Background: an optimization exercise with open tools, aiming at a short achievable clock period and few clock cycles. Do not read the settings as production practice. In this exercise RTL edits were held to simulation tests only and were not proved equivalent to the original. No activity file was given, so power comes from the tool's default toggle rates.

**flow/config.mk**
```make
export PLATFORM = sky130hd
export DESIGN_NAME = microP
export DESIGN_NICKNAME = microP
export VERILOG_FILES = /design/flow/design.v
export SDC_FILE = /design/flow/constraint.sdc
export NUM_CORES = 4
export LEC_CHECK = 0
export CAP_MARGIN = 20
export CORE_MARGIN = 2
export CORE_UTILIZATION = 40
export PLACE_DENSITY = 0.6
export SETUP_SLACK_MARGIN = 3.0
export SLEW_MARGIN = 20
export SYNTH_HIERARCHICAL = 1
export SYNTH_MINIMUM_KEEP_SIZE = 0
export TNS_END_PERCENT = 100
```
**flow/constraint.sdc**
```tcl
create_clock -name core_clock -period 5.0 [get_ports {clk}]
set_input_delay 1.0000 -clock core_clock [delete_from_list [all_inputs] [get_ports {clk}]]
set_output_delay 1.0000 -clock core_clock [all_outputs]
set_load 0.01 [all_outputs]
```
**flow/design.v**
```verilog
`timescale 1ns / 1ps
module microP(
    input clk,
    input reset,
    output [7:0] imem_addr,
    input [16:0] imem_data,
    output [7:0] dmem_addr,
    output [7:0] dmem_wdata,
    output dmem_we,
    input [7:0] dmem_rdata,
    input [7:0] data_in,
    output out_we,
    output [7:0] data_out_col,
    output [7:0] data_out_addr
    );
reg [7:0] PC;
reg [16:0] IR;            
reg v_id;                 
reg stall_q;              
reg [7:0] PC_id;          
reg [7:0] P1_id;          
reg [7:0] ALT_id;         
reg [7:0] A_e, B_e;       
reg cin_e;                
reg add_e;                
reg [10:0] sel_e;         
reg [14:0] sd_e;          
reg [7:0] L_e;            
reg RW_e, MW_e, OW_e;
reg [2:0] DR_e;
reg [7:0] R1, R2, R3, R4, R5, R6, R7;    
wire [7:0] sum, sumn;
wire cout, coutn;
wire [7:0] p_e;
wire [7:0] g_e;
add8 ADD(.a(A_e), .b(B_e), .cin(cin_e), .s(sum), .sn(sumn), .cout(cout), .coutn(coutn), .p(p_e),
         .g(g_e));
wire [7:0] k_e;
or8 KE(.a(A_e), .b(B_e), .y(k_e));
wire [7:0] fast, fastn;
wire [7:0] shifted;
shifter SH(.a(A_e), .sd(sd_e), .y(shifted));
alu_fast ALUF(.A(A_e), .g(g_e), .k(k_e), .p(p_e), .sh(shifted), .sel({sel_e[10], sel_e[8:0]}),
              .link(L_e), .ld(dmem_rdata), .din(data_in), .f(fast), .fn(fastn));
wire slt_e = sel_e[9];
wire [7:0] res;
mux8 RESM(.s(add_e), .a(fast | {7'd0, slt_e & coutn}), .b(sum), .y(res));
wire z_add, nz_add;
sum_zero SZ(.t(p_e), .k(k_e), .cin(cin_e), .z(z_add), .nz(nz_add));
assign dmem_addr = A_e;
assign dmem_wdata = B_e;
assign dmem_we = MW_e;
assign out_we = OW_e;
assign data_out_col = A_e;
assign data_out_addr = B_e;
assign imem_addr = PC;
wire [7:0] PC1, target;
wire unused_c2, unused_c2n;
wire [7:0] unused_n2, unused_p2, unused_g2;
inc8 INC(.a(PC), .y(PC1));
add8c1 TGT(.a(PC), .b({{2{imem_data[5]}}, imem_data[5:0]}), .s(target),
         .sn(unused_n2), .cout(unused_c2), .coutn(unused_c2n), .p(unused_p2), .g(unused_g2));
wire pred_if;
predict PRD(.op(imem_data[16:12]), .back(imem_data[5]), .taken(pred_if));
wire [7:0] alt_if;
mux8 ALTM(.s(pred_if), .a(target), .b(PC1), .y(alt_if));
wire [2:0] dr = IR[11:9];
wire [2:0] sa = IR[8:6];
wire [2:0] sb = IR[5:3];
wire [7:0] ra, rb, ran, rbn;
wire [7:0] rnz, rnz_unused;
wire zr_a, zr_an, zr_b_unused, zr_bn_unused, fwd_a, fwd_b, fwd_an, fwd_bn;
reg_read RDA(.a(sa), .r1(R1), .r2(R2), .r3(R3), .r4(R4), .r5(R5), .r6(R6), .r7(R7),
             .rw_e(RW_e), .dr_e(DR_e), .q(ra), .qn(ran), .z(zr_a), .nz(zr_an), .rnz(rnz),
             .fwd(fwd_a), .fwd_n(fwd_an));
reg_read RDB(.a(sb), .r1(R1), .r2(R2), .r3(R3), .r4(R4), .r5(R5), .r6(R6), .r7(R7),
             .rw_e(RW_e), .dr_e(DR_e), .q(rb), .qn(rbn), .z(zr_b_unused), .nz(zr_bn_unused),
             .rnz(rnz_unused),
             .fwd(fwd_b), .fwd_n(fwd_bn));
wire w_d, MW_d, OW_d, cin_d, add_d, is_jmr, pred_id;
wire [5:0] pre_r;
wire [10:0] pre_b;
wire [10:0] sel_d;
wire [14:0] sd_d;
wire [7:0] imm;
decode DEC(.ins(IR), .ok(reset & v_id), .add_e(add_e), .slt_e(slt_e),
           .w(w_d), .mw(MW_d), .ow(OW_d), .cin(cin_d), .add(add_d), .is_jmr(is_jmr),
           .pred(pred_id), .sel(sel_d), .sd(sd_d), .imm(imm), .pre_r(pre_r), .pre_b(pre_b));
wire stall = stall_q & v_id & reset;
wire stall_next;
stall_ahead SA(.ins(imem_data), .ir(IR), .ok(reset & v_id & ~stall), .y(stall_next));
wire redirect, redirect_n;
id_ctl CTL(.pre(pre_r), .stall(stall), .fwd_a(fwd_a), .z_add(z_add), .nz_add(nz_add),
           .zr_a(zr_a), .redirect(redirect), .redirect_n(redirect_n));
wire [7:0] rpc_n;
rpc_sel RPC(.jmr_f(is_jmr & fwd_a), .jmr_r(is_jmr & fwd_an), .other(~is_jmr),
            .sum(sum), .ra(ra), .alt(ALT_id), .y_n(rpc_n));
wire [7:0] next_pc;
wire en_if = reset & ~stall;
pc_select PCS(.hold(stall), .en(en_if), .en_n(~en_if), .pred(pred_if),
              .redirect(redirect), .redirect_n(redirect_n), .pc(PC_id), .target(target),
              .pc1(PC1), .rpc_n(rpc_n), .next_pc(next_pc));
wire [7:0] A_d, B_d;
wire [10:0] pre_a = {add_e, 1'b0, ~add_e, 1'b0, ~add_e & ~slt_e, 1'b0, slt_e, 1'b0, 1'b0, 1'b1, 1'b0};
opnd_sel OPA(.fwd(fwd_a), .fwd_n(fwd_an), .pre(pre_a),
             .cout(cout), .coutn(coutn), .sum(sum), .sumn(sumn), .fast(fast), .fastn(fastn),
             .imm(8'd0), .r(ra), .rn(ran), .q(A_d));
opnd_sel OPB(.fwd(fwd_b), .fwd_n(fwd_bn), .pre(pre_b),
             .cout(cout), .coutn(coutn), .sum(sum), .sumn(sumn), .fast(fast), .fastn(fastn),
             .imm(imm), .r(rb), .rn(rbn), .q(B_d));
always @(posedge clk) begin
    PC <= next_pc;
end
always @(posedge clk) begin
    stall_q <= stall_next;
    v_id <= reset & ~stall & ~redirect;
    IR <= imem_data;
    PC_id <= PC;
    P1_id <= PC1;
    ALT_id <= alt_if;
end
always @(posedge clk) begin
    RW_e <= w_d && (dr != 3'd0);
    MW_e <= MW_d;
    OW_e <= OW_d;
end
always @(posedge clk) begin
    A_e <= A_d; B_e <= B_d; L_e <= P1_id; sd_e <= sd_d; cin_e <= cin_d; add_e <= add_d; sel_e <= sel_d;
    DR_e <= dr;
end
always @(posedge clk) begin
    if (RW_e) begin
        case (DR_e)
            3'd1: R1 <= res; 3'd2: R2 <= res; 3'd3: R3 <= res; 3'd4: R4 <= res;
            3'd5: R5 <= res; 3'd6: R6 <= res; 3'd7: R7 <= res;
            default: ;
        endcase
    end
end
endmodule
module predict(input [4:0] op, input back, output taken);
assign taken = (~op[4] & ~op[3] & ~op[2] & op[1]) |
               (op[4] & ~op[3] & ~op[2] & op[1] & op[0] & back) |
               (~op[4] & op[3] & ~op[2] & op[1] & op[0] & back);
endmodule
module and3m(input a, input b, input c, output y);
assign y = a & b & c;
endmodule
module decode(
    input [16:0] ins, input ok, input add_e, input slt_e,
    output w, output mw, output ow, output cin, output add, output is_jmr, output pred,
    output [10:0] sel, output [14:0] sd, output [7:0] imm, output [5:0] pre_r,
    output [10:0] pre_b
    );
wire [3:0] H = 4'b0001 << ins[16:15];
wire [7:0] L = 8'b00000001 << ins[14:12];
wire H0 = H[0], H1 = H[1], H2 = H[2];
wire bz = H1 & L[3], bnz = H2 & L[3];
wire jmr = H0 & L[7];
assign is_jmr = jmr;
assign pred = (H0 & (L[2] | L[3])) | ((bz | bnz) & ins[5]);
wire uses_a = bz | bnz | jmr;
wire hold_pre = ok & uses_a & ~add_e;
wire go = ok & ~(uses_a & ~add_e);       
wire mis1 = (bz & ~pred) | (bnz & pred);
wire mis0 = (bz & pred) | (bnz & ~pred);
assign pre_r = {hold_pre, go & (jmr | mis1), go & (jmr | mis0),
                ok & (jmr | mis1), ok & (jmr | mis0), ok & uses_a};    
wire wv = (H0 & (L[1] | L[2] | L[4] | L[6])) | (H1 & ~L[3]) | (H2 & (L[1] | L[2] | L[4] | L[5]));
wire mwv = H0 & L[5];                                              
wire owv = H2 & L[0];                                              
assign cin = H0 & L[1];                                            
assign add = (H0 & (L[1] | L[4])) | (H1 & (L[1] | L[7]));          
wire inv_b = (H0 & L[1]) | (H1 & L[6]);                            
wire lsl = H1 & L[0], lsr = H2 & L[5], mov = H1 & L[4];
wire ori = H2 & L[4];
wire b_imm = (H0 & L[4]) | (H1 & L[1]) | ori;                      
wire [7:0] amt = 8'b00000001 << ins[2:0];
assign sd = {amt[7:1] & {7{lsl}}, (amt[0] & (lsl | lsr)) | mov,
             amt[1] & lsr, amt[2] & lsr, amt[3] & lsr, amt[4] & lsr, amt[5] & lsr, amt[6] & lsr,
             amt[7] & lsr};
assign sel[0] = H0 & L[6];     
assign sel[1] = ori;           
assign sel[2] = H1 & L[2];     
assign sel[3] = lsl | lsr | mov;     
assign sel[4] = H2 & L[1];     
assign sel[5] = 1'b0;
assign sel[6] = 1'b0;
assign sel[7] = H1 & L[5];     
assign sel[8] = H2 & L[2];     
assign sel[9] = H1 & L[6];     
assign sel[10] = H0 & L[2];    
assign imm[5:0] = ins[5:0];
assign imm[7:6] = ori ? 2'd0 : {2{ins[5]}};
wire f = ~b_imm;
assign pre_b = {f & add_e & ~inv_b, f & add_e & inv_b, f & ~add_e & ~inv_b, f & ~add_e & inv_b,
                f & ~add_e & ~slt_e & ~inv_b, f & ~add_e & ~slt_e & inv_b,
                f & slt_e & ~inv_b, f & slt_e & inv_b, b_imm, f & ~inv_b, f & inv_b};
assign w = ok & wv;
assign mw = ok & mwv;
assign ow = ok & owv;
endmodule
module alu_fast(
    input [7:0] A, input [7:0] g, input [7:0] k, input [7:0] p, input [7:0] sh,
    input [9:0] sel, input [7:0] link, input [7:0] ld, input [7:0] din,
    output [7:0] f, output [7:0] fn
    );
assign fn = ~f;
assign f =
      ({8{sel[0]}} & g)
    | ({8{sel[1]}} & k)
    | ({8{sel[2]}} & p)
    | ({8{sel[3]}} & sh)
    | ({8{sel[4]}} & ~A)
    | ({8{sel[7]}} & ld)
    | ({8{sel[8]}} & din)
    | ({8{sel[9]}} & link);
endmodule
module shifter(input [7:0] a, input [14:0] sd, output [7:0] y);
genvar i, j;
generate
    for (i = 0; i < 8; i = i + 1) begin : gb
        wire [7:0] t;
        for (j = 0; j < 8; j = j + 1) begin : gt
            assign t[j] = sd[i - j + 7] & a[j];
        end
        assign y[i] = |t;
    end
endgenerate
endmodule
module sum_zero(input [7:0] t, input [7:0] k, input cin, output z, output nz);
wire [7:0] d = {t[7:1], t[0]} ^ {k[6:0], cin};
wire n0 = ~|d[3:0], n1 = ~|d[7:4];
assign z = n0 & n1;
assign nz = ~(n0 & n1);
endmodule
module reg_read(
    input [2:0] a,
    input [7:0] r1, input [7:0] r2, input [7:0] r3, input [7:0] r4,
    input [7:0] r5, input [7:0] r6, input [7:0] r7,
    input rw_e, input [2:0] dr_e,
    output reg [7:0] q, output [7:0] qn, output z, output nz, output [7:0] rnz,
    output fwd, output fwd_n
    );
always @(*) begin
    case (a)
        3'd1: q = r1; 3'd2: q = r2; 3'd3: q = r3; 3'd4: q = r4;
        3'd5: q = r5; 3'd6: q = r6; 3'd7: q = r7;
        default: q = 8'd0;
    endcase
end
inv8 QN(.a(q), .y(qn));
assign rnz[0] = 1'b0;
nonzero8 Z1(.a(r1), .y(rnz[1]));
nonzero8 Z2(.a(r2), .y(rnz[2]));
nonzero8 Z3(.a(r3), .y(rnz[3]));
nonzero8 Z4(.a(r4), .y(rnz[4]));
nonzero8 Z5(.a(r5), .y(rnz[5]));
nonzero8 Z6(.a(r6), .y(rnz[6]));
nonzero8 Z7(.a(r7), .y(rnz[7]));
mux8to1i TZ(.s(a), .d(rnz), .y(z));
assign nz = ~z;
assign fwd = rw_e && (dr_e == a);
assign fwd_n = ~fwd;
endmodule
module mux8to1i(input [2:0] s, input [7:0] d, output y);
wire [3:0] l1;
wire [1:0] l2;
mux1i M10(.s(s[0]), .a(d[0]), .b(d[1]), .y(l1[0]));
mux1i M11(.s(s[0]), .a(d[2]), .b(d[3]), .y(l1[1]));
mux1i M12(.s(s[0]), .a(d[4]), .b(d[5]), .y(l1[2]));
mux1i M13(.s(s[0]), .a(d[6]), .b(d[7]), .y(l1[3]));
mux1i M20(.s(s[1]), .a(l1[0]), .b(l1[1]), .y(l2[0]));
mux1i M21(.s(s[1]), .a(l1[2]), .b(l1[3]), .y(l2[1]));
mux1i M3(.s(s[2]), .a(l2[0]), .b(l2[1]), .y(y));
endmodule
module nonzero8(input [7:0] a, output y);
wire [3:0] n;
nor1 N0(.a(a[0]), .b(a[1]), .y(n[0]));
nor1 N1(.a(a[2]), .b(a[3]), .y(n[1]));
nor1 N2(.a(a[4]), .b(a[5]), .y(n[2]));
nor1 N3(.a(a[6]), .b(a[7]), .y(n[3]));
assign y = ~(n[0] & n[1] & n[2] & n[3]);
endmodule
module inv8(input [7:0] a, output [7:0] y);
assign y = ~a;
endmodule
module pc_select(
    input hold, input en, input en_n, input pred, input redirect, input redirect_n,
    input [7:0] pc, input [7:0] target, input [7:0] pc1, input [7:0] rpc_n,
    output [7:0] next_pc
    );
wire [7:0] m_n, h_n, x_n;
genvar i;
generate
    for (i = 0; i < 8; i = i + 1) begin : gb
        mux1i M1(.s(pred), .a(pc1[i]), .b(target[i]), .y(m_n[i]));
        nand1 H(.a(hold), .b(pc[i]), .y(h_n[i]));
        oa21 X(.a1(m_n[i]), .a2(en_n), .b1(h_n[i]), .y(x_n[i]));    
        aoi22 M(.a1(redirect), .a2(rpc_n[i]), .b1(redirect_n), .b2(x_n[i]), .y(next_pc[i]));
    end
endgenerate
endmodule
module oa21(input a1, input a2, input b1, output y);    
assign y = (a1 | a2) & b1;
endmodule
module id_ctl(input [5:0] pre, input stall, input fwd_a, input z_add, input nz_add, input zr_a,
              output redirect, output redirect_n);
wire r1 = pre[2] & ~stall, r0 = pre[1] & ~stall;
wire rf_n, rf, rr_n, rr;
aoi22 F0(.a1(z_add), .a2(r1), .b1(nz_add), .b2(r0), .y(rf_n));
ao22 F1(.a1(z_add), .a2(r1), .b1(nz_add), .b2(r0), .y(rf));
mux1i MR(.s(zr_a), .a(r0), .b(r1), .y(rr_n));
mux1 MR1(.s(zr_a), .a(r0), .b(r1), .y(rr));
mux1i M(.s(fwd_a), .a(rr_n), .b(rf_n), .y(redirect));
mux1i MN(.s(fwd_a), .a(rr), .b(rf), .y(redirect_n));
endmodule
module stall_ahead(input [16:0] ins, input [16:0] ir, input ok, output y);
wire [4:0] op = ins[16:12];
wire uses_a = (op == 5'd11) || (op == 5'd19) || (op == 5'd7);
wire [4:0] eop = ir[16:12];
wire ew = (eop == 5'd2) || (eop == 5'd6) || (eop == 5'd8) || (eop == 5'd10) || (eop == 5'd12) ||
          (eop == 5'd13) || (eop == 5'd14) || (eop == 5'd17) || (eop == 5'd18) ||
          (eop == 5'd20) || (eop == 5'd21);
assign y = ok & uses_a & ew & (ir[11:9] != 3'd0) & (ir[11:9] == ins[8:6]);
endmodule
module rpc_sel(input jmr_f, input jmr_r, input other,
               input [7:0] sum, input [7:0] ra, input [7:0] alt, output [7:0] y_n);
wire [7:0] q;
genvar i;
generate
    for (i = 0; i < 8; i = i + 1) begin : gb
        ao22 Q(.a1(jmr_r), .a2(ra[i]), .b1(other), .b2(alt[i]), .y(q[i]));
        mux1i A(.s(jmr_f), .a(q[i]), .b(sum[i]), .y(y_n[i]));
    end
endgenerate
endmodule
module opnd_sel(
    input fwd, input fwd_n, input [10:0] pre, input cout, input coutn,
    input [7:0] sum, input [7:0] sumn, input [7:0] fast, input [7:0] fastn,
    input [7:0] imm, input [7:0] r, input [7:0] rn,
    output [7:0] q
    );
wire s_sum = fwd & pre[10];
wire s_sumn = fwd & pre[9];
wire s_fast = fwd & pre[8];
wire s_fastn = fwd & pre[7];
wire s_fast0 = fwd & pre[6];
wire s_fastn0 = fwd & pre[5];
wire s_slt = fwd & pre[4];
wire s_sltn = fwd & pre[3];
wire s_imm = pre[2];
wire s_r = fwd_n & pre[1];
wire s_rn = fwd_n & pre[0];
wire [7:0] n1, n2, n3;
genvar i;
generate
    for (i = 0; i < 8; i = i + 1) begin : gb
        aoi22 E(.a1(i == 0 ? s_fast0 : s_fast), .a2(fast[i]),
                .b1(i == 0 ? s_fastn0 : s_fastn), .b2(fastn[i]), .y(n1[i]));
        aoi222 R(.a1(s_r), .a2(r[i]), .b1(s_rn), .b2(rn[i]), .c1(s_imm), .c2(imm[i]), .y(n2[i]));
        aoi22 L(.a1(s_sum), .a2(sum[i]), .b1(s_sumn), .b2(sumn[i]), .y(n3[i]));
    end
endgenerate
wire slt_n;
aoi22 S(.a1(s_slt), .a2(coutn), .b1(s_sltn), .b2(cout), .y(slt_n));
nand4m Q0(.a(n1[0]), .b(n2[0]), .c(n3[0]), .d(slt_n), .y(q[0]));
generate
    for (i = 1; i < 8; i = i + 1) begin : gq
        nand3m N(.a(n1[i]), .b(n2[i]), .c(n3[i]), .y(q[i]));
    end
endgenerate
endmodule
module nand3m(input a, input b, input c, output y);
assign y = ~(a & b & c);
endmodule
module nand4m(input a, input b, input c, input d, output y);
assign y = ~(a & b & c & d);
endmodule
module aoi222(input a1, input a2, input b1, input b2, input c1, input c2, output y);
assign y = ~((a1 & a2) | (b1 & b2) | (c1 & c2));
endmodule
module inc8(input [7:0] a, output [7:0] y);
assign y = a + 8'd1;
endmodule
module or8(input [7:0] a, input [7:0] b, output [7:0] y);
genvar i;
generate
    for (i = 0; i < 8; i = i + 1) begin : gb
        or1 U(.a(a[i]), .b(b[i]), .y(y[i]));
    end
endgenerate
endmodule
module or1(input a, input b, output y);
assign y = a | b;
endmodule
module mux1i(input s, input a, input b, output y);    
assign y = ~(s ? b : a);
endmodule
module mux1(input s, input a, input b, output y);
assign y = s ? b : a;
endmodule
module mux8(input s, input [7:0] a, input [7:0] b, output [7:0] y);
assign y = s ? b : a;
endmodule
module ao2x8(input s0, input [7:0] d0, input s1, input [7:0] d1, output [7:0] y);
assign y = ({8{s0}} & d0) | ({8{s1}} & d1);
endmodule
module ao2x1(input s0, input d0, input s1, input d1, output y);
assign y = (s0 & d0) | (s1 & d1);
endmodule
module ao3x8(input s0, input [7:0] d0, input s1, input [7:0] d1, input s2, input [7:0] d2,
             output [7:0] y);
assign y = ({8{s0}} & d0) | ({8{s1}} & d1) | ({8{s2}} & d2);
endmodule
module ao2or8(input s0, input [7:0] d0, input s1, input [7:0] d1, input [7:0] o, output [7:0] y);
genvar i;
generate
    for (i = 0; i < 8; i = i + 1) begin : b
        ao2or1 U(.s0(s0), .d0(d0[i]), .s1(s1), .d1(d1[i]), .o(o[i]), .y(y[i]));
    end
endgenerate
endmodule
module ao2or1(input s0, input d0, input s1, input d1, input o, output y);
wire n;
aoi22 A(.a1(s0), .a2(d0), .b1(s1), .b2(d1), .y(n));
assign y = ~n | o;
endmodule
module ao22(input a1, input a2, input b1, input b2, output y);
assign y = (a1 & a2) | (b1 & b2);
endmodule
module aoi22(input a1, input a2, input b1, input b2, output y);
assign y = ~((a1 & a2) | (b1 & b2));
endmodule
module xor1(input a, input b, output y);
assign y = a ^ b;
endmodule
module xnor1(input a, input b, output y);
assign y = ~(a ^ b);
endmodule
module and1(input a, input b, output y);
assign y = a & b;
endmodule
module inv1(input a, output y);
assign y = ~a;
endmodule
module aoi21(input a1, input a2, input b1, output y);    
assign y = ~((a1 & a2) | b1);
endmodule
module oai21(input a1, input a2, input b1, output y);    
assign y = ~((a1 | a2) & b1);
endmodule
module nand1(input a, input b, output y);
assign y = ~(a & b);
endmodule
module nor1(input a, input b, output y);
assign y = ~(a | b);
endmodule
module a21o1(input a1, input a2, input b1, output y);    
assign y = (a1 & a2) | b1;
endmodule
module add8(input [7:0] a, input [7:0] b, input cin,
            output [7:0] s, output [7:0] sn, output cout, output coutn, output [7:0] p,
            output [7:0] g);
genvar i;
generate
    for (i = 0; i < 8; i = i + 1) begin : pg
        xor1 X(.a(a[i]), .b(b[i]), .y(p[i]));
        and1 A(.a(a[i]), .b(b[i]), .y(g[i]));
    end
endgenerate
wire g00;
a21o1 G00(.a1(p[0]), .a2(cin), .b1(g[0]), .y(g00));
wire [7:1] g1n;
wire [7:2] p1n;
aoi21 G11(.a1(p[1]), .a2(g00), .b1(g[1]), .y(g1n[1]));    
generate
    for (i = 2; i < 8; i = i + 1) begin : l1
        aoi21 G(.a1(p[i]), .a2(g[i-1]), .b1(g[i]), .y(g1n[i]));
        nand1 P(.a(p[i]), .b(p[i-1]), .y(p1n[i]));
    end
endgenerate
wire g00n;
inv1 I00(.a(g00), .y(g00n));
wire [7:2] g2;
wire [7:4] p2;
oai21 G22(.a1(p1n[2]), .a2(g00n), .b1(g1n[2]), .y(g2[2]));    
oai21 G23(.a1(p1n[3]), .a2(g1n[1]), .b1(g1n[3]), .y(g2[3]));   
generate
    for (i = 4; i < 8; i = i + 1) begin : l2
        oai21 G(.a1(p1n[i]), .a2(g1n[i-2]), .b1(g1n[i]), .y(g2[i]));
        nor1 P(.a(p1n[i]), .b(p1n[i-2]), .y(p2[i]));
    end
endgenerate
wire c2;
inv1 I11(.a(g1n[1]), .y(c2));
wire [7:4] g3n;
aoi21 G34(.a1(p2[4]), .a2(g00), .b1(g2[4]), .y(g3n[4]));    
aoi21 G35(.a1(p2[5]), .a2(c2), .b1(g2[5]), .y(g3n[5]));     
aoi21 G36(.a1(p2[6]), .a2(g2[2]), .b1(g2[6]), .y(g3n[6]));  
aoi21 G37(.a1(p2[7]), .a2(g2[3]), .b1(g2[7]), .y(g3n[7]));  
inv1 CO(.a(g3n[7]), .y(cout));
assign coutn = g3n[7];
xor1  S0(.a(p[0]), .b(cin), .y(s[0]));      xnor1 N0(.a(p[0]), .b(cin), .y(sn[0]));
xor1  S1(.a(p[1]), .b(g00), .y(s[1]));      xnor1 N1(.a(p[1]), .b(g00), .y(sn[1]));
xnor1 S2(.a(p[2]), .b(g1n[1]), .y(s[2]));   xor1  N2(.a(p[2]), .b(g1n[1]), .y(sn[2]));
xor1  S3(.a(p[3]), .b(g2[2]), .y(s[3]));    xnor1 N3(.a(p[3]), .b(g2[2]), .y(sn[3]));
xor1  S4(.a(p[4]), .b(g2[3]), .y(s[4]));    xnor1 N4(.a(p[4]), .b(g2[3]), .y(sn[4]));
xnor1 S5(.a(p[5]), .b(g3n[4]), .y(s[5]));   xor1  N5(.a(p[5]), .b(g3n[4]), .y(sn[5]));
xnor1 S6(.a(p[6]), .b(g3n[5]), .y(s[6]));   xor1  N6(.a(p[6]), .b(g3n[5]), .y(sn[6]));
xnor1 S7(.a(p[7]), .b(g3n[6]), .y(s[7]));   xor1  N7(.a(p[7]), .b(g3n[6]), .y(sn[7]));
endmodule
module add8c1(input [7:0] a, input [7:0] b,
            output [7:0] s, output [7:0] sn, output cout, output coutn, output [7:0] p,
            output [7:0] g);
genvar i;
generate
    for (i = 0; i < 8; i = i + 1) begin : pg
        xor1 X(.a(a[i]), .b(b[i]), .y(p[i]));
        and1 A(.a(a[i]), .b(b[i]), .y(g[i]));
    end
endgenerate
wire g00;
or1 G00(.a(a[0]), .b(b[0]), .y(g00));    
wire [7:1] g1n;
wire [7:2] p1n;
aoi21 G11(.a1(p[1]), .a2(g00), .b1(g[1]), .y(g1n[1]));    
generate
    for (i = 2; i < 8; i = i + 1) begin : l1
        aoi21 G(.a1(p[i]), .a2(g[i-1]), .b1(g[i]), .y(g1n[i]));
        nand1 P(.a(p[i]), .b(p[i-1]), .y(p1n[i]));
    end
endgenerate
wire g00n;
inv1 I00(.a(g00), .y(g00n));
wire [7:2] g2;
wire [7:4] p2;
oai21 G22(.a1(p1n[2]), .a2(g00n), .b1(g1n[2]), .y(g2[2]));    
oai21 G23(.a1(p1n[3]), .a2(g1n[1]), .b1(g1n[3]), .y(g2[3]));   
generate
    for (i = 4; i < 8; i = i + 1) begin : l2
        oai21 G(.a1(p1n[i]), .a2(g1n[i-2]), .b1(g1n[i]), .y(g2[i]));
        nor1 P(.a(p1n[i]), .b(p1n[i-2]), .y(p2[i]));
    end
endgenerate
wire c2;
inv1 I11(.a(g1n[1]), .y(c2));
wire [7:4] g3n;
aoi21 G34(.a1(p2[4]), .a2(g00), .b1(g2[4]), .y(g3n[4]));    
aoi21 G35(.a1(p2[5]), .a2(c2), .b1(g2[5]), .y(g3n[5]));     
aoi21 G36(.a1(p2[6]), .a2(g2[2]), .b1(g2[6]), .y(g3n[6]));  
aoi21 G37(.a1(p2[7]), .a2(g2[3]), .b1(g2[7]), .y(g3n[7]));  
inv1 CO(.a(g3n[7]), .y(cout));
assign coutn = g3n[7];
inv1 S0(.a(p[0]), .y(s[0]));      assign sn[0] = p[0];
xor1  S1(.a(p[1]), .b(g00), .y(s[1]));      xnor1 N1(.a(p[1]), .b(g00), .y(sn[1]));
xnor1 S2(.a(p[2]), .b(g1n[1]), .y(s[2]));   xor1  N2(.a(p[2]), .b(g1n[1]), .y(sn[2]));
xor1  S3(.a(p[3]), .b(g2[2]), .y(s[3]));    xnor1 N3(.a(p[3]), .b(g2[2]), .y(sn[3]));
xor1  S4(.a(p[4]), .b(g2[3]), .y(s[4]));    xnor1 N4(.a(p[4]), .b(g2[3]), .y(sn[4]));
xnor1 S5(.a(p[5]), .b(g3n[4]), .y(s[5]));   xor1  N5(.a(p[5]), .b(g3n[4]), .y(sn[5]));
xnor1 S6(.a(p[6]), .b(g3n[5]), .y(s[6]));   xor1  N6(.a(p[6]), .b(g3n[5]), .y(sn[6]));
xnor1 S7(.a(p[7]), .b(g3n[6]), .y(s[7]));   xor1  N7(.a(p[7]), .b(g3n[6]), .y(sn[7]));
endmodule
```
**flow/flow/run.sh**
```bash
#!/bin/bash
# The standard layout (standard.sh), with two changes to how it is made:
# the resizer may swap a cell for one of another footprint, and the port
# buffers are buf_4 cells (the standard flow's default is a delay buffer).
set -euo pipefail
bash standard.sh MATCH_CELL_FOOTPRINT=0 "BUFFER_PORTS_ARGS=-buffer_cell sky130_fd_sc_hd__buf_4" finish > standard_flow.log 2>&1
```
**flow/standard.sh**
```bash
#!/bin/bash
# synth_recipe.tcl (not shown) runs the flow's synth.tcl, then flattens the netlist and writes it again
# the make line also repeats each setting of config.mk as NAME=value (left out here)
make -C /OpenROAD-flow-scripts/flow DESIGN_CONFIG=/design/flow/config.mk WORK_HOME=/design/flow/orfs CLKGATE_MAP_FILE= SYNTH_SCRIPT=/design/flow/synth_recipe.tcl "${@:-finish}"
```
==> results of run 1 <==
worst max-delay path: cells and delay by family, from the launching register on:
family / cells / cell delay [ns]
simple gates: 4 / 0.83
flops: 1 / 0.35
buf+inv: 1 / 0.13
compound gates: 2 / 0.68
power breakdown:
group | internal (µW) | switching (µW) | total, µW | leakage [µW]
Sequential | 1480 | 118 | 1600 | 0.00141
Combinational | 648 | 686 | 1330 | 0.00343
Clock | 694 | 592 | 1290 | 0.000256
metrics by stage:
step / utilization / hold slack [ns] / cells / setup WS [ns]
3_3_place_gp: 0.4368 / 0.3111 / 1300 / 1.792
3_5_place_dp: 0.4368 / 0.3154 / 1300 / 1.803
6_report: 0.5523 / 0.3295 / 1472 / 2.845
4_1_cts: 0.5163 / 0.3311 / 1410 / 2.908
5_1_grt: 0.5523 / 0.3360 / 1472 / 2.760
2_1_floorplan: - / 0.3096 / 963 / 2.696
repair_timing:
action	in CTS	in global routing
pin swaps	43	64
gates resized for setup	169	86
setup buffers	75	61
endpoints found under the hold margin	0	0
cloned	3	1
endpoints found under the setup margin	128	103
per-layer routing:
metal | GRT usage | vias to the layer above | share of wire
met5 | 0 | - | 0
met3 | 0.03022 | 68 | 0.065
met4 | 0.07508 | 0 | 0.026
met2 | 0.3878 | 372 | 0.48
met1 | 0.3181 | 4197 | 0.43
li1 | - | 3889 | -
cell type report:
type	instances	area, µm²
Fill cell	2044	10860
Inverter	41	156.4
Tap cell	324	405.4
Multi-Input combinational cell	688	6264
Clock inverter	13	126.4
Timing Repair Buffer	224	2062
Clock buffer	19	432.9
Sequential cell	163	3945
worst paths after layout:
kind                  to  slack (ns)  cells past startpoint
setup / recovery  B_e[4]        2.84                      7
hold / removal    L_e[4]        0.33                      0
setup reg to reg  B_e[4]        2.84                      7
hold reg to reg   L_e[4]        0.33                      0
==> flow_summary.toml, run 1 <==
[worst_hold_path]
hold_start = "P1_id[4]"
hp-class = "reg2reg"

[yosys]
synth_cells = 943
syn_area_mm2 = 0.009842
syn_avg_cell_area_um2 = 10.44
ys_warn_count = 8

[global_routing]
antenna_found_initial = 0
grt_pass1_wl_um = 46370
overflow = 0
grt_start_max_net_pins = 23
grt_pass1_vias = 7983
grt.total_usage = 0.2340

[cts]
cts_tree = "done"
clock_latency_ns = 0.44
numClockSinks = 163
path_clk_slew_ns = 0.07
postCtsHoldBufs = 0
h-tree-depth = 4
cts-root-buf = "clkbuf_16"
cts_buffers = 17
clockBufferDepth = 2

[timing]
fin_crit_ns = 2.155
clock_skew_ns = 0.009605
relSlewSlack = 0.3624
max_freq_ghz = 0.4639
tightest_slew_ns = 0.9551
hold_viol_final = 0
fin_tns_setup_ns = 0
timing.final.setup_violations = 0
drv_slew = 0
finalCritPeriodShare = 0.4311
rsz0062_at_grt = "true"

[detailed_routing]
drt-total-wl_um = 32380
dr.pass1.iters = 5
ant_nets = 0
viasPerCell = 5.792
via_count = 8526
drtIter0Drc = 962
drc = 0
wl_per_cell_um = 22.00

[placement]
dpl_cell_area_mm2 = 0.01059
dp_hpwl_um = 21290
port_buffers = 76
gp_congestion = 0.9493

[outcome]
status = "no timing/DRC/antenna violations"

[layout]
fin_nets = 1171
layout-drive-gt1-share = 0.4730
reg_top3 = "IR (17), sd_e (15), sel_e (9)"
fin_area_mm2 = 0.01339
syn_to_final_growth_pct = 36.07
largest-register = "IR"
layout_commonest_cell = "buf_4"
largest_reg_flops = 17
final_cell_mix = "167 x buf_4, 74 x dfxtp_1, 70 x a22oi_2"
antenna_cells = 0

[critical_path]
cpPeakStageDelay_ns = 0.53
crit_slowest_cell = "a222oi_1"
endpoint_kind = "register"
worstSetupPathType = "reg2reg"
startpoint = "IR[13]"
cp.required_ns = 5.28
crit_path_max_fanout = 8
path_cells = "buf_12 -> or3b_4 -> a21oi_4 -> nor2_2 -> and2_4 -> a222oi_1 -> nand3_1"
regToRegStartpoint = "IR[13]"
startpoint_type = "register"
crit_arrival_ns = 2.44

[floorplanning]
placementRows = 57
die_y_um = 160.9
initial_core_util = 0.4059
dieWidth_um = 160.9
die-area_mm2 = 0.02588
core-area_mm2 = 0.02425
io_pins = 77

[power_and_ir_drop]
finalPower_uw = 4217
leakagePower_uw = 0.005094
peakVddDrop_mv = 0.2139
pwr_density_cell_mw_per_mm2 = 314.9

[run]
cap_viol_max_count = 0
Testbench counts, summed over its fixed seeds: cycles 51,042.
==> run 2, diff against run 1 <==
--- a/flow/design.v
+++ b/flow/design.v
@@ -292,3 +292,4 @@
     );
-wire [7:0] m_n, h_n, x_n;
+wire t = en & pred;
+wire [7:0] a, x_n;
 genvar i;
@@ -296,5 +297,4 @@
     for (i = 0; i < 8; i = i + 1) begin : gb
-        mux1i M1(.s(pred), .a(pc1[i]), .b(target[i]), .y(m_n[i]));
-        nand1 H(.a(hold), .b(pc[i]), .y(h_n[i]));
-        oa21 X(.a1(m_n[i]), .a2(en_n), .b1(h_n[i]), .y(x_n[i]));    
+        ao22 A(.a1(en), .a2(pc1[i]), .b1(hold), .b2(pc[i]), .y(a[i]));
+        mux1i X(.s(t), .a(a[i]), .b(target[i]), .y(x_n[i]));
         aoi22 M(.a1(redirect), .a2(rpc_n[i]), .b1(redirect_n), .b2(x_n[i]), .y(next_pc[i]));
@@ -313,3 +313,3 @@
 mux1i MR(.s(zr_a), .a(r0), .b(r1), .y(rr_n));
-mux1 MR1(.s(zr_a), .a(r0), .b(r1), .y(rr));
+mux1i MR1(.s(zr_a), .a(~r0), .b(~r1), .y(rr));
 mux1i M(.s(fwd_a), .a(rr_n), .b(rf_n), .y(redirect));
==> run 2 against run 1 <==
Compared with the run above: wire length fell by 1.3%; sequential cell count stayed put; fmax increased by 1.1%; global-route usage up 0.16 points; hold slack worse by 0.0024 ns; largest cell class unchanged; synthesized cell count is 0.42% lower; utilization shrank 0.67 points; largest power group unchanged.
==> flow_summary.toml, run 2 <==
[outcome]
status = "no timing/DRC/antenna violations"

[critical_path]
crit_slowest_cell = "dfxtp_4"
startpoint_type = "register"
reg2reg_slack_ns = 2.87
cp.required_ns = 4.00
cpPeakStageDelay_ns = 0.47
endpoint_kind = "output pin"
cpMostUsedCell = "buf_6"
crit_arrival_ns = 1.13
worstSetupPathType = "reg2out"
crit_path_max_fanout = 8
path_cells = "buf_6 -> buf_6"

[timing]
relSlewSlack = 0.4160
finalCritPeriodShare = 0.4262
tightest_slew_ns = 0.8728
rsz0062_at_grt = "true"
drv_slew = 0
max_freq_ghz = 0.4692
hold_viol_final = 0
clock_skew_ns = 0.01574
fin_tns_setup_ns = 0
timing.final.setup_violations = 0
fin_crit_ns = 2.131

[floorplanning]
placementRows = 57
dieWidth_um = 160.8
initial_core_util = 0.4058
die-area_mm2 = 0.02587
io_pins = 77
core-area_mm2 = 0.02425
die_y_um = 160.8

[cts]
numClockSinks = 163
clockBufferDepth = 2
cts_tree = "done"
path_clk_slew_ns = 0.07
postCtsHoldBufs = 0
clock_latency_ns = 0.44
h-tree-depth = 4
cts_buffers = 17
cts-root-buf = "clkbuf_16"

[detailed_routing]
viasPerCell = 5.738
wl_per_cell_um = 21.89
drc = 0
drt-total-wl_um = 31970
dr.pass1.iters = 8
ant_nets = 0
via_count = 8383
drtIter0Drc = 966

[global_routing]
grt_start_max_net_pins = 22
grt_pass1_wl_um = 46270
grt.total_usage = 0.2357
overflow = 0
antenna_found_initial = 0
grt_pass1_vias = 7800

[layout]
layoutNonFillerInstCount = 1461
syn_to_final_growth_pct = 34.46
final_cell_mix = "165 x buf_4, 71 x dfxtp_1, 68 x a22oi_2"
nFillCells = 2086
largest-register = "IR"
layout_commonest_cell = "buf_4"
reg_top3 = "IR (17), sd_e (15), sel_e (9)"
largest_reg_flops = 17
antenna_cells = 0
fin_nets = 1160
layout-drive-gt1-share = 0.4670

[yosys]
syn_avg_cell_area_um2 = 10.48
ys_warn_count = 8
synth_cells = 939
syn_area_mm2 = 0.009839

[run]
cap_viol_max_count = 0

[power_and_ir_drop]
peakVddDrop_mv = 0.2593
finalPower_uw = 4184
pwr_density_cell_mw_per_mm2 = 316.3
leakagePower_uw = 0.005043

[worst_hold_path]
hp-class = "reg2reg"

[placement]
place_inst = 1293
port_buffers = 76
dp_hpwl_um = 21340
gp_congestion = 0.8871
run 2: layout make-up:
| class | count | area [µm²] | area share |
|---|---|---|---|
| multi-input cells | 683 | 6208 | 0.4693 |
| well taps | 324 | 405.4 | 0.03064 |
| clock inverters | 7 | 46.29 | 0.003499 |
| clock buffers | 25 | 496.7 | 0.03754 |
| flip-flops and latches | 163 | 3949 | 0.2985 |
| repair buffers | 217 | 1964 | 0.1485 |
| inverters | 42 | 160.2 | 0.01211 |
run 2: power by group:
part	switching [µW]	leakage, µW	internal [µW]
clock	551	0.000264	692
sequential	129	0.00141	1490
combinational	683	0.00337	642
run 2: worst paths after layout:
| check | start | endpoint | cells past startpoint |
|---|---|---|---|
| worst max-delay path | A_e[3] | dmem_addr[3] | 2 |
| worst min register to register | P1_id[5] | L_e[5] | 0 |
| worst max register to register | A_e[2] | PC[0] | 9 |
| worst min-delay path | P1_id[5] | L_e[5] | 0 |
run 2: metrics by stage:
stage                     area (µm²)  hold WS [ns]  utilization  worst slack (ns)
after floorplan                10120        0.3096            -             2.814
after global placement         10550        0.3113       0.4352             1.846
after detailed placement       10550        0.3121       0.4352             1.877
after CTS                      12410        0.3274       0.5118             2.916
after global routing           13230        0.3300       0.5456             2.831
final                          13230        0.3271       0.5456             2.869
run 2: critical path, delay by kind of cell, from the launching register on:
kind / cells / cell delay, ns
buffers and inverters: 2 / 0.22
DFF: 1 / 0.47
run 2: metal layers:
layer,global-route usage,vias up,share of wire
li1,-,3868,-
met1,0.3365,4072,0.45
met2,0.3572,369,0.46
met3,0.04675,74,0.066
met4,0.07914,0,0.027
met5,0,-,0
run 2: repair_timing:
| action | CTS | global route |
|---|---|---|
| cloned | 2 | 1 |
| setup endpoints to repair | 121 | 116 |
| buffers inserted | 81 | 52 |
| pin swaps | 45 | 55 |
| gates resized for setup | 154 | 80 |
Testbench counts of run 2, summed over its fixed seeds: cycles 51,042.
==> run 3, diff against run 2 <==
--- a/flow/design.v
+++ b/flow/design.v
@@ -23,2 +23,3 @@
 reg [7:0] A_e, B_e;       
+reg [7:0] AO_e, BO_e;     
 reg cin_e;                
@@ -47,10 +48,10 @@
 mux8 RESM(.s(add_e), .a(fast | {7'd0, slt_e & coutn}), .b(sum), .y(res));
-wire z_add, nz_add;
-sum_zero SZ(.t(p_e), .k(k_e), .cin(cin_e), .z(z_add), .nz(nz_add));
-assign dmem_addr = A_e;
-assign dmem_wdata = B_e;
+wire z_add0, z_add1, nz_add;
+sum_zero SZ(.t(p_e), .k(k_e), .cin(cin_e), .z0(z_add0), .z1(z_add1), .nz(nz_add));
+assign dmem_addr = AO_e;
+assign dmem_wdata = BO_e;
 assign dmem_we = MW_e;
 assign out_we = OW_e;
-assign data_out_col = A_e;
-assign data_out_addr = B_e;
+assign data_out_col = AO_e;
+assign data_out_addr = BO_e;
 assign imem_addr = PC;
@@ -92,3 +93,4 @@
 wire redirect, redirect_n;
-id_ctl CTL(.pre(pre_r), .stall(stall), .fwd_a(fwd_a), .z_add(z_add), .nz_add(nz_add),
+id_ctl CTL(.pre(pre_r), .stall(stall), .fwd_a(fwd_a), .z_add0(z_add0), .z_add1(z_add1),
+           .nz_add(nz_add),
            .zr_a(zr_a), .redirect(redirect), .redirect_n(redirect_n));
@@ -102,3 +104,3 @@
               .pc1(PC1), .rpc_n(rpc_n), .next_pc(next_pc));
-wire [7:0] A_d, B_d;
+wire [7:0] A_d, B_d, A_do, B_do;
 wire [10:0] pre_a = {add_e, 1'b0, ~add_e, 1'b0, ~add_e & ~slt_e, 1'b0, slt_e, 1'b0, 1'b0, 1'b1, 1'b0};
@@ -106,6 +108,6 @@
              .cout(cout), .coutn(coutn), .sum(sum), .sumn(sumn), .fast(fast), .fastn(fastn),
-             .imm(8'd0), .r(ra), .rn(ran), .q(A_d));
+             .imm(8'd0), .r(ra), .rn(ran), .q(A_d), .q2(A_do));
 opnd_sel OPB(.fwd(fwd_b), .fwd_n(fwd_bn), .pre(pre_b),
              .cout(cout), .coutn(coutn), .sum(sum), .sumn(sumn), .fast(fast), .fastn(fastn),
-             .imm(imm), .r(rb), .rn(rbn), .q(B_d));
+             .imm(imm), .r(rb), .rn(rbn), .q(B_d), .q2(B_do));
 always @(posedge clk) begin
@@ -127,3 +129,3 @@
 always @(posedge clk) begin
-    A_e <= A_d; B_e <= B_d; L_e <= P1_id; sd_e <= sd_d; cin_e <= cin_d; add_e <= add_d; sel_e <= sel_d;
+    A_e <= A_d; B_e <= B_d; AO_e <= A_do; BO_e <= B_do; L_e <= P1_id; sd_e <= sd_d; cin_e <= cin_d; add_e <= add_d; sel_e <= sel_d;
     DR_e <= dr;
@@ -230,7 +232,7 @@
 endmodule
-module sum_zero(input [7:0] t, input [7:0] k, input cin, output z, output nz);
+module sum_zero(input [7:0] t, input [7:0] k, input cin, output z0, output z1, output nz);
 wire [7:0] d = {t[7:1], t[0]} ^ {k[6:0], cin};
-wire n0 = ~|d[3:0], n1 = ~|d[7:4];
-assign z = n0 & n1;
-assign nz = ~(n0 & n1);
+assign z0 = ~|d[3:0];
+assign z1 = ~|d[7:4];
+assign nz = ~(z0 & z1);
 endmodule
@@ -306,8 +308,8 @@
 endmodule
-module id_ctl(input [5:0] pre, input stall, input fwd_a, input z_add, input nz_add, input zr_a,
-              output redirect, output redirect_n);
+module id_ctl(input [5:0] pre, input stall, input fwd_a, input z_add0, input z_add1,
+              input nz_add, input zr_a, output redirect, output redirect_n);
 wire r1 = pre[2] & ~stall, r0 = pre[1] & ~stall;
 wire rf_n, rf, rr_n, rr;
-aoi22 F0(.a1(z_add), .a2(r1), .b1(nz_add), .b2(r0), .y(rf_n));
-ao22 F1(.a1(z_add), .a2(r1), .b1(nz_add), .b2(r0), .y(rf));
+a32oi F0(.a1(z_add0), .a2(z_add1), .a3(r1), .b1(nz_add), .b2(r0), .y(rf_n));
+a32o F1(.a1(z_add0), .a2(z_add1), .a3(r1), .b1(nz_add), .b2(r0), .y(rf));
 mux1i MR(.s(zr_a), .a(r0), .b(r1), .y(rr_n));
@@ -341,3 +343,3 @@
     input [7:0] imm, input [7:0] r, input [7:0] rn,
-    output [7:0] q
+    output [7:0] q, output [7:0] q2
     );
@@ -367,2 +369,3 @@
 nand4m Q0(.a(n1[0]), .b(n2[0]), .c(n3[0]), .d(slt_n), .y(q[0]));
+nand4o O0(.a(n1[0]), .b(n2[0]), .c(n3[0]), .d(slt_n), .y(q2[0]));
 generate
@@ -370,2 +373,3 @@
         nand3m N(.a(n1[i]), .b(n2[i]), .c(n3[i]), .y(q[i]));
+        nand3o O(.a(n1[i]), .b(n2[i]), .c(n3[i]), .y(q2[i]));
     end
@@ -373,2 +377,8 @@
 endmodule
+module nand3o(input a, input b, input c, output y);
+assign y = ~(a & b & c);
+endmodule
+module nand4o(input a, input b, input c, input d, output y);
+assign y = ~(a & b & c & d);
+endmodule
 module nand3m(input a, input b, input c, output y);
@@ -428,2 +438,8 @@
 endmodule
+module a32oi(input a1, input a2, input a3, input b1, input b2, output y);
+assign y = ~((a1 & a2 & a3) | (b1 & b2));
+endmodule
+module a32o(input a1, input a2, input a3, input b1, input b2, output y);
+assign y = (a1 & a2 & a3) | (b1 & b2);
+endmodule
 module ao22(input a1, input a2, input b1, input b2, output y);
==> run 3 against run 2 <==
Compared with the run above: utilization increased by 0.98 points; highest routed layer unchanged; clock skew down 0.0016 ns; area after synthesis grew 4.1%; via count rose by 5.4%; fmax decreased by 2.3%; hold slack barely moved; critical path type is now reg2reg; sequential cell count rose by 16.
==> flow_summary.toml, run 3 <==
[outcome]
status = "no timing/DRC/antenna violations"

[timing]
clock_skew_ns = 0.01413
timing.final.setup_violations = 0
max_freq_ghz = 0.4585
tightest_slew_ns = 0.8866
finalCritPeriodShare = 0.4362
drv_slew = 0
rsz0062_at_grt = "true"
fin_crit_ns = 2.181
hold_viol_final = 0
fin_tns_setup_ns = 0
relSlewSlack = 0.4068

[layout]
syn_to_final_growth_pct = 36.51
layout_commonest_cell = "buf_4"
largest-register = "IR"
reg_top3 = "IR (17), sd_e (15), sel_e (9)"
fin_nets = 1215
multi_input_area_mm2 = 0.006466
layout-drive-gt1-share = 0.4866
layoutNonFillerInstCount = 1522
nFillCells = 2068
antenna_cells = 0
final_cell_mix = "198 x buf_4, 86 x dfxtp_1, 72 x a22oi_2"
register_area_mm2 = 0.004260
largest_reg_flops = 17

[worst_hold_path]
hp-class = "reg2reg"
hold_start = "P1_id[7]"

[detailed_routing]
drc = 0
drtIter0Drc = 843
via_count = 8838
dr.pass1.iters = 7
drt-total-wl_um = 33850
wl_per_cell_um = 22.24
ant_nets = 0
viasPerCell = 5.807

[floorplanning]
die_y_um = 164.0
initial_core_util = 0.4069
core-area_mm2 = 0.02518
io_pins = 77
dieWidth_um = 164.0
placementRows = 58
die-area_mm2 = 0.02691

[power_and_ir_drop]
switching_share = 0.3158
peakVddDrop_mv = 0.1893
pwr-share-seq = 0.382
internal_power_uw = 3162
p_sw_uw = 1459
clock_power_share = 0.302
pwr_density_cell_mw_per_mm2 = 330.4
finalPower_uw = 4621
leakagePower_uw = 0.005418
comb_power_share = 0.316

[cts]
cts_tree = "done"
clock_latency_ns = 0.44
numClockSinks = 179
clockBufferDepth = 2
h-tree-depth = 4
postCtsHoldBufs = 0
path_clk_slew_ns = 0.08
cts-root-buf = "clkbuf_16"
cts_buffers = 17

[critical_path]
cp.required_ns = 5.31
regToRegStartpoint = "A_e[4]"
endpoint_kind = "register"
path_cells = "or2_4 -> xor2_2 -> nor4_4 -> buf_4 -> nand2_2 -> a32o_2 -> mux2i_4 -> buf_6 -> a22oi_2"
startpoint_type = "register"
crit_arrival_ns = 2.49
crit_slowest_cell = "dfxtp_4"
worstSetupPathType = "reg2reg"
crit_path_max_fanout = 7
startpoint = "A_e[4]"
cpPeakStageDelay_ns = 0.39

[yosys]
syn_area_mm2 = 0.01025
synth_cells = 970
syn_avg_cell_area_um2 = 10.56
ys_warn_count = 8

[global_routing]
grt_start_max_net_pins = 22
overflow = 0
antenna_found_initial = 0
grt.total_usage = 0.2332
grt_pass1_wl_um = 46820
grt_pass1_vias = 7976

[placement]
gp_congestion = 0.8904
dp_hpwl_um = 22030
port_buffers = 76
place_inst = 1329

[run]
cap_viol_max_count = 0
run 3: cell type report:
type | instances | area share
Clock inverter | 7 | 0.006709
Timing Repair Buffer | 241 | 0.1482
Inverter | 42 | 0.01163
Multi-Input combinational cell | 698 | 0.4623
Sequential cell | 179 | 0.3046
Tap cell | 330 | 0.02952
Clock buffer | 25 | 0.03703
run 3: critical path, delay by kind of cell, from the launching register on:
| kind | cells | cell delay [ns] |
|---|---|---|
| AO/OA/AOI/OAI | 2 | 0.32 |
| XOR/XNOR | 1 | 0.21 |
| buffers and inverters | 2 | 0.33 |
| flip-flops | 1 | 0.39 |
| multiplexers | 1 | 0.16 |
| AND/OR/NAND/NOR | 3 | 0.63 |
run 3: power groups by stage:
| stage | registers (µW) | logic, µW | clock network (µW) |
|---|---|---|---|
| global placement | 1800 | 879 | 0 |
| CTS | 1760 | 1140 | 1400 |
| finish | 1770 | 1460 | 1390 |
| detailed placement | 1800 | 871 | 0 |
| global route | 1780 | 1530 | 1460 |
| floorplan | 1730 | 678 | 0 |
run 3: worst paths after layout:
check | end | slack (ns) | cells after the start
hold / removal | L_e[7] | 0.33 | 0
setup / recovery | PC[1] | 2.82 | 9
hold reg to reg | L_e[7] | 0.33 | 0
setup reg to reg | PC[1] | 2.82 | 9
run 3: per-layer routing:
layer | vias up | global-route usage | routed length [µm]
met5 | - | 0 | 0
met4 | 0 | 0.08373 | 1206
met3 | 77 | 0.03813 | 2570
met2 | 423 | 0.3634 | 15560
met1 | 4313 | 0.3269 | 14510
li1 | 4025 | - | -
run 3: per-stage QoR:
stage                     hold WS, ns  worst slack [ns]  area [µm²]  utilization
after global routing           0.3345             2.758       13990       0.5555
after CTS                      0.3280             2.901       12780       0.5074
after floorplan                0.3096             2.801       10490            -
after detailed placement       0.3128             1.877       10920       0.4338
final                          0.3273             2.819       13990       0.5555
after global placement         0.3104             1.933       10920       0.4338
run 3: what timing repair did:
| action | 4_1_cts | 5_1_grt |
|---|---|---|
| endpoints found under the setup margin | 113 | 103 |
| gates resized for setup | 133 | 138 |
| cloned | 1 | 2 |
| buffers inserted | 84 | 74 |
| pin swaps | 48 | 68 |
Testbench counts of run 3, summed over its fixed seeds: cycles 51,042.
==> run 4, diff against run 3 <==
--- a/flow/design.v
+++ b/flow/design.v
@@ -26,2 +26,3 @@
 reg add_e;                
+reg [7:0] ZT_e;           
 reg [10:0] sel_e;         
@@ -49,3 +50,3 @@
 wire z_add0, z_add1, nz_add;
-sum_zero SZ(.t(p_e), .k(k_e), .cin(cin_e), .z0(z_add0), .z1(z_add1), .nz(nz_add));
+eq8 SZ(.a(A_e), .b(ZT_e), .z0(z_add0), .z1(z_add1), .nz(nz_add));
 assign dmem_addr = AO_e;
@@ -83,2 +84,4 @@
 wire [10:0] pre_b;
+wire [7:0] zt_d;
+neg8 ZT(.a({{2{IR[5]}}, IR[5:0]}), .y(zt_d));
 wire [10:0] sel_d;
@@ -129,3 +132,3 @@
 always @(posedge clk) begin
-    A_e <= A_d; B_e <= B_d; AO_e <= A_do; BO_e <= B_do; L_e <= P1_id; sd_e <= sd_d; cin_e <= cin_d; add_e <= add_d; sel_e <= sel_d;
+    A_e <= A_d; B_e <= B_d; AO_e <= A_do; BO_e <= B_do; L_e <= P1_id; sd_e <= sd_d; cin_e <= cin_d; add_e <= add_d; ZT_e <= zt_d; sel_e <= sel_d;
     DR_e <= dr;
@@ -232,2 +235,11 @@
 endmodule
+module eq8(input [7:0] a, input [7:0] b, output z0, output z1, output nz);
+wire [7:0] d = a ^ b;
+assign z0 = ~|d[3:0];
+assign z1 = ~|d[7:4];
+assign nz = ~(z0 & z1);
+endmodule
+module neg8(input [7:0] a, output [7:0] y);
+assign y = 8'd0 - a;
+endmodule
 module sum_zero(input [7:0] t, input [7:0] k, input cin, output z0, output z1, output nz);
@@ -323,3 +335,3 @@
 wire [4:0] eop = ir[16:12];
-wire ew = (eop == 5'd2) || (eop == 5'd6) || (eop == 5'd8) || (eop == 5'd10) || (eop == 5'd12) ||
+wire ew = (eop == 5'd1) || (eop == 5'd15) || (eop == 5'd2) || (eop == 5'd6) || (eop == 5'd8) || (eop == 5'd10) || (eop == 5'd12) ||
           (eop == 5'd13) || (eop == 5'd14) || (eop == 5'd17) || (eop == 5'd18) ||
==> run 4 against run 3 <==
Compared with the run above: still clean; setup slack better by 0.098 ns; via count up 2.0%; area after synthesis up 3.1%; clock skew down 0.0011 ns; final area down 0.49%; register-to-register slack better by 0.098 ns; total power down 4.1%; count of clock-buffer cells in the layout down 3; combinational power down 18%; cell count up 0.99%; critical path type unchanged; largest cell class unchanged.
==> flow_summary.toml, run 4 <==
[global_routing]
grt_pass1_vias = 8289
grt_start_max_net_pins = 20
grt.total_usage = 0.2313
antenna_found_initial = 0
overflow = 0
grt_pass1_wl_um = 49210

[power_and_ir_drop]
pwr_density_cell_mw_per_mm2 = 318.4
leakagePower_uw = 0.005398
peakVddDrop_mv = 0.1915
finalPower_uw = 4431

[cts]
numClockSinks = 187
cts-root-buf = "clkbuf_16"
h-tree-depth = 4
clockBufferDepth = 2
postCtsHoldBufs = 0
clock_latency_ns = 0.44
cts_buffers = 17
path_clk_slew_ns = 0.07
cts_tree = "done"

[layout]
fin_nets = 1226
syn_to_final_growth_pct = 31.78
multi_input_area_mm2 = 0.006375
layout_commonest_cell = "buf_4"
largest_reg_flops = 17
register_area_mm2 = 0.004420
nFillCells = 2250
largest-register = "IR"
antenna_cells = 0
final_cell_mix = "199 x buf_4, 94 x dfxtp_1, 64 x a22oi_2"
layoutNonFillerInstCount = 1537
layout-drive-gt1-share = 0.4542
reg_top3 = "IR (17), sd_e (15), sel_e (9)"

[timing]
relSlewSlack = 0.3640
hold_viol_final = 0
clock_skew_ns = 0.01302
hold_ws_ns = 0.3293
timing.final.setup_violations = 0
rsz0062_at_grt = "true"
fin_tns_setup_ns = 0
tightest_slew_ns = 0.9505
max_freq_ghz = 0.4801
fin_crit_ns = 2.083
finalCritPeriodShare = 0.4166
drv_slew = 0

[yosys]
syn_area_mm2 = 0.01056
synth_cells = 997
ys_warn_count = 8
syn_avg_cell_area_um2 = 10.59

[floorplanning]
core-area_mm2 = 0.02598
dieWidth_um = 166.5
placementRows = 59
io_pins = 77
initial_core_util = 0.4064
die_y_um = 166.5
die-area_mm2 = 0.02772

[critical_path]
startpoint_type = "register"
cpPeakStageDelay_ns = 0.45
crit_slowest_cell = "edfxtp_1"
crit_arrival_ns = 2.44
path_cells = "nor2_1 -> nand4_1 -> mux2i_1 -> mux2i_1 -> mux2i_2 -> buf_6 -> mux2i_4 -> mux2i_4 -> buf_12 -> a22oi_2"
crit_path_max_fanout = 9
cp.required_ns = 5.35
endpoint_kind = "register"
worstSetupPathType = "reg2reg"
reg2reg_slack_ns = 2.92

[placement]
dp_hpwl_um = 22750
port_buffers = 76
place_inst = 1361
gp_congestion = 0.9488

[detailed_routing]
drtIter0Drc = 952
viasPerCell = 5.868
drc = 0
dr.pass1.iters = 8
ant_nets = 0
drt-total-wl_um = 34300
via_count = 9019
wl_per_cell_um = 22.31

[run]
cap_viol_max_count = 0

[outcome]
status = "no timing/DRC/antenna violations"

[worst_hold_path]
hp-class = "reg2reg"
[run 4: cell types whose count changed in the layout (fill, tap and decap cells not counted), moves of 5 or more]
cell,change
nor2_1,+7
dfxtp_1,+8
buf_6,-19
a21oi_4,-6
a22oi_2,-8
xnor2_1,+5
xor2_1,+6
inv_1,+5
a21oi_2,+6
a22oi_1,+8
[run 4: final timing paths]
| kind | from | cells past startpoint | to |
|---|---|---|---|
| min | P1_id[2] | 0 | L_e[2] |
| max | R3[5] | 10 | PC[6] |
| min reg2reg | P1_id[2] | 0 | L_e[2] |
| max reg2reg | R3[5] | 10 | PC[6] |
[run 4: layout make-up]
| class | count | share of cell area |
|---|---|---|
| inverters | 45 | 0.01214 |
| clock buffers | 22 | 0.03641 |
| multi-input cells | 713 | 0.4580 |
| clock inverters | 10 | 0.007102 |
| repair buffers | 225 | 0.1386 |
| flip-flops and latches | 187 | 0.3176 |
| well taps | 335 | 0.03012 |
[run 4: worst max-delay path: cells and delay by family (launching register included)]
family	cells	cell delay (ns)
mux	5	0.77
flops	1	0.45
simple gates	2	0.32
buf+inv	2	0.32
compound gates	1	0.15
[run 4: repair_timing]
item / in CTS / in global routing
resized for setup: 150 / 66
setup buffers: 70 / 69
pin swaps: 36 / 59
endpoints found under the setup margin: 109 / 106
gates cloned: 4 / 1
[run 4: report_power, final]
group	total [µW]	switching, µW	internal [µW]
Clock	1400	617	780
Combinational	1190	625	565
Sequential	1840	146	1700
Total	4430	1390	3040
[run 4: layer usage]
layer,global-route usage,share of wire,vias to the layer above
met1,0.3308,0.45,4392
met4,0.08508,0.035,0
met2,0.3455,0.44,487
li1,-,-,4070
met3,0.04777,0.079,70
met5,0,0,-
[run 4: through the flow]
step	utilization	instance area, µm²	setup slack (ns)
6_report	0.5356	13920	2.917
5_1_grt	0.5356	13920	2.824
4_1_cts	0.5041	13100	2.960
3_5_place_dp	0.4320	11220	1.994
3_3_place_gp	0.4320	11220	2.114
2_1_floorplan	-	10780	2.801
Testbench counts of run 4, summed over its fixed seeds: cycles 51,068.
==> run 5, diff against run 4 <==
--- a/flow/design.v
+++ b/flow/design.v
@@ -66,2 +66,4 @@
 predict PRD(.op(imem_data[16:12]), .back(imem_data[5]), .taken(pred_if));
+wire pred_if_hi;
+predict_b PRD2(.op(imem_data[16:12]), .back(imem_data[5]), .taken(pred_if_hi));
 wire [7:0] alt_if;
@@ -95,5 +97,5 @@
 stall_ahead SA(.ins(imem_data), .ir(IR), .ok(reset & v_id & ~stall), .y(stall_next));
-wire redirect, redirect_n;
+wire redirect, redirect_n, redirect_hi, redirect_n_hi;
 id_ctl CTL(.pre(pre_r), .stall(stall), .fwd_a(fwd_a), .z_add0(z_add0), .z_add1(z_add1),
-           .nz_add(nz_add),
+           .nz_add(nz_add), .redirect_hi(redirect_hi), .redirect_n_hi(redirect_n_hi),
            .zr_a(zr_a), .redirect(redirect), .redirect_n(redirect_n));
@@ -104,4 +106,5 @@
 wire en_if = reset & ~stall;
-pc_select PCS(.hold(stall), .en(en_if), .en_n(~en_if), .pred(pred_if),
-              .redirect(redirect), .redirect_n(redirect_n), .pc(PC_id), .target(target),
+pc_select PCS(.hold(stall), .en(en_if), .en_n(~en_if), .pred(pred_if), .pred_hi(pred_if_hi),
+              .redirect(redirect), .redirect_n(redirect_n), .redirect_hi(redirect_hi),
+              .redirect_n_hi(redirect_n_hi), .pc(PC_id), .target(target),
               .pc1(PC1), .rpc_n(rpc_n), .next_pc(next_pc));
@@ -150,2 +153,7 @@
 endmodule
+module predict_b(input [4:0] op, input back, output taken);
+assign taken = (~op[4] & ~op[3] & ~op[2] & op[1]) |
+               (op[4] & ~op[3] & ~op[2] & op[1] & op[0] & back) |
+               (~op[4] & op[3] & ~op[2] & op[1] & op[0] & back);
+endmodule
 module and3m(input a, input b, input c, output y);
@@ -302,3 +310,4 @@
 module pc_select(
-    input hold, input en, input en_n, input pred, input redirect, input redirect_n,
+    input hold, input en, input en_n, input pred, input pred_hi,
+    input redirect, input redirect_n, input redirect_hi, input redirect_n_hi,
     input [7:0] pc, input [7:0] target, input [7:0] pc1, input [7:0] rpc_n,
@@ -306,3 +315,4 @@
     );
-wire t = en & pred;
+wire t_lo = en & pred;
+wire t_hi = en & pred_hi;
 wire [7:0] a, x_n;
@@ -312,4 +322,5 @@
         ao22 A(.a1(en), .a2(pc1[i]), .b1(hold), .b2(pc[i]), .y(a[i]));
-        mux1i X(.s(t), .a(a[i]), .b(target[i]), .y(x_n[i]));
-        aoi22 M(.a1(redirect), .a2(rpc_n[i]), .b1(redirect_n), .b2(x_n[i]), .y(next_pc[i]));
+        mux1i X(.s(i < 4 ? t_lo : t_hi), .a(a[i]), .b(target[i]), .y(x_n[i]));
+        aoi22 M(.a1(i < 4 ? redirect : redirect_hi), .a2(rpc_n[i]),
+                .b1(i < 4 ? redirect_n : redirect_n_hi), .b2(x_n[i]), .y(next_pc[i]));
     end
@@ -321,3 +332,4 @@
 module id_ctl(input [5:0] pre, input stall, input fwd_a, input z_add0, input z_add1,
-              input nz_add, input zr_a, output redirect, output redirect_n);
+              input nz_add, input zr_a, output redirect, output redirect_n,
+              output redirect_hi, output redirect_n_hi);
 wire r1 = pre[2] & ~stall, r0 = pre[1] & ~stall;
@@ -330,2 +342,4 @@
 mux1i MN(.s(fwd_a), .a(rr), .b(rf), .y(redirect_n));
+mux1i_b M2(.s(fwd_a), .a(rr_n), .b(rf_n), .y(redirect_hi));
+mux1i_b MN2(.s(fwd_a), .a(rr), .b(rf), .y(redirect_n_hi));
 endmodule
@@ -420,2 +434,5 @@
 assign y = ~(s ? b : a);
+endmodule
+module mux1i_b(input s, input a, input b, output y);    
+assign y = ~(s ? b : a);
 endmodule
==> run 5 against run 4 <==
Compared with the run above: cell count decreased by 1.7%; still clean; wire length decreased by 3.1%; highest routed layer unchanged; clock power barely moved; non-clock buffer count decreased by 34; critical path depth fell by 4; sequential share of layout area hardly changed; largest power group unchanged; via count shrank 3.3%; fmax increased by 1.5%; hold slack barely moved; setup slack better by 0.031 ns; critical endpoint is now BO_e[7]; sequential power hardly changed.
==> flow_summary.toml, run 5 <==
[detailed_routing]
drc = 0
dr.pass1.iters = 8
drt-total-wl_um = 33230
viasPerCell = 5.771
drtIter0Drc = 858
ant_nets = 0
via_count = 8720
wl_per_cell_um = 21.99

[cts]
postCtsHoldBufs = 0
clockBufferDepth = 2
cts_buffers = 17
path_clk_slew_ns = 0.08
h-tree-depth = 4
cts_tree = "done"
numClockSinks = 187
cts-root-buf = "clkbuf_16"
clock_latency_ns = 0.44

[layout]
multi_input_area_mm2 = 0.006601
largest_reg_flops = 17
reg_top3 = "IR (17), sd_e (15), sel_e (9)"
layout_commonest_cell = "buf_4"
register_area_mm2 = 0.004422
nFillCells = 2236
largest-register = "IR"
layout-drive-gt1-share = 0.4413
fin_nets = 1200
syn_to_final_growth_pct = 30.86
final_cell_mix = "162 x buf_4, 95 x dfxtp_1, 69 x nor2_1"
antenna_cells = 0

[run]
cap_viol_max_count = 0

[placement]
port_buffers = 76
gp_congestion = 0.9428
dp_hpwl_um = 22890

[floorplanning]
io_pins = 77
die-area_mm2 = 0.02788
die_y_um = 167.0
placementRows = 59
initial_core_util = 0.4077
dieWidth_um = 167.0
core-area_mm2 = 0.02606

[global_routing]
grt.total_usage = 0.2271
overflow = 0
grt_pass1_wl_um = 48350
antenna_found_initial = 0
grt_pass1_vias = 8105
grt_start_max_net_pins = 20

[timing]
rsz0062_at_grt = "true"
fin_crit_ns = 2.052
timing.final.setup_violations = 0
hold_viol_final = 0
max_freq_ghz = 0.4873
finalCritPeriodShare = 0.4104
drv_slew = 0
tightest_slew_ns = 0.9488
fin_tns_setup_ns = 0
relSlewSlack = 0.3651
clock_skew_ns = 0.009645

[power_and_ir_drop]
peakVddDrop_mv = 0.1867
finalPower_uw = 4451
pwr_density_cell_mw_per_mm2 = 320.1
leakagePower_uw = 0.005286

[critical_path]
startpoint_type = "register"
path_cells = "buf_12 -> mux2_2 -> a221oi_2 -> a211oi_2 -> a222oi_1 -> nand3_1"
crit_slowest_cell = "a222oi_1"
endpoint_kind = "register"
worstSetupPathType = "reg2reg"
crit_arrival_ns = 2.34
cp.required_ns = 5.28
cpPeakStageDelay_ns = 0.46
crit_path_max_fanout = 12

[yosys]
syn_area_mm2 = 0.01062
ys_warn_count = 8
synth_cells = 1005
syn_avg_cell_area_um2 = 10.57

[worst_hold_path]
hp-class = "reg2reg"

[outcome]
status = "no timing/DRC/antenna violations"
==> run 5: cell types whose count changed in the layout (fill, tap and decap cells not counted), sizes merged, moves of 2 or more <==
cell	change
buf	-33
inv	+8
clkbuf	-7
mux2i	+2
==> run 5: power breakdown <==
part           switching, µW  leakage (µW)  total (µW)  internal [µW]
Sequential               141       0.00161        1840           1700
Combinational            652       0.00338        1230            582
Clock                    660      0.000296        1380            719
==> run 5: metrics by stage <==
step / area [µm²] / hold WS (ns) / utilization / setup WS, ns / instances
detailed placement: 11310 / 0.3121 / 0.4341 / 1.925 / 1368
finish: 13900 / 0.3292 / 0.5335 / 2.948 / 1511
global route: 13900 / 0.3392 / 0.5335 / 2.866 / 1511
CTS: 13180 / 0.3289 / 0.5058 / 2.976 / 1474
global placement: 11310 / 0.3119 / 0.4341 / 1.934 / 1368
floorplan: 10880 / 0.3096 / - / 2.808 / 1025
==> run 5: repair_timing <==
item,4_1_cts,5_1_grt
pin swaps,48,60
buffers inserted,72,36
gates resized for setup,145,81
gates cloned,2,1
setup endpoints to repair,117,104
==> run 5: critical path: cells and delay by family (launching register included) <==
family	cells	cell delay (ns)
DFF	1	0.36
muxes	1	0.36
and+or+nand+nor	1	0.20
buffers and inverters	1	0.14
AOI/OAI and AO/OA	3	0.82
==> run 5: routing by layer <==
layer,vias to the layer above,track usage,wire length (µm)
li1,4043,-,-
met1,4202,0.3292,14740
met2,408,0.3405,14930
met3,67,0.03636,2511
met4,0,0.08396,1047
met5,-,0,0
==> run 5: cell type report <==
| class | count | share of cell area |
|---|---|---|
| multi-input cells | 720 | 0.4748 |
| flip-flops and latches | 187 | 0.3181 |
| repair buffers | 191 | 0.1215 |
| clock buffers | 17 | 0.03060 |
| well taps | 335 | 0.03015 |
| inverters | 46 | 0.01269 |
| clock inverters | 15 | 0.01215 |
==> run 5: worst paths after layout <==
check                 from  endpoint  slack (ns)  cells after the start
setup / recovery     IR[3]   BO_e[7]        2.95                      6
hold / removal    P1_id[3]    L_e[3]        0.33                      0
setup reg to reg     IR[3]   BO_e[7]        2.95                      6
hold reg to reg   P1_id[3]    L_e[3]        0.33                      0
Testbench counts of run 5, summed over its fixed seeds: cycles 51,068.
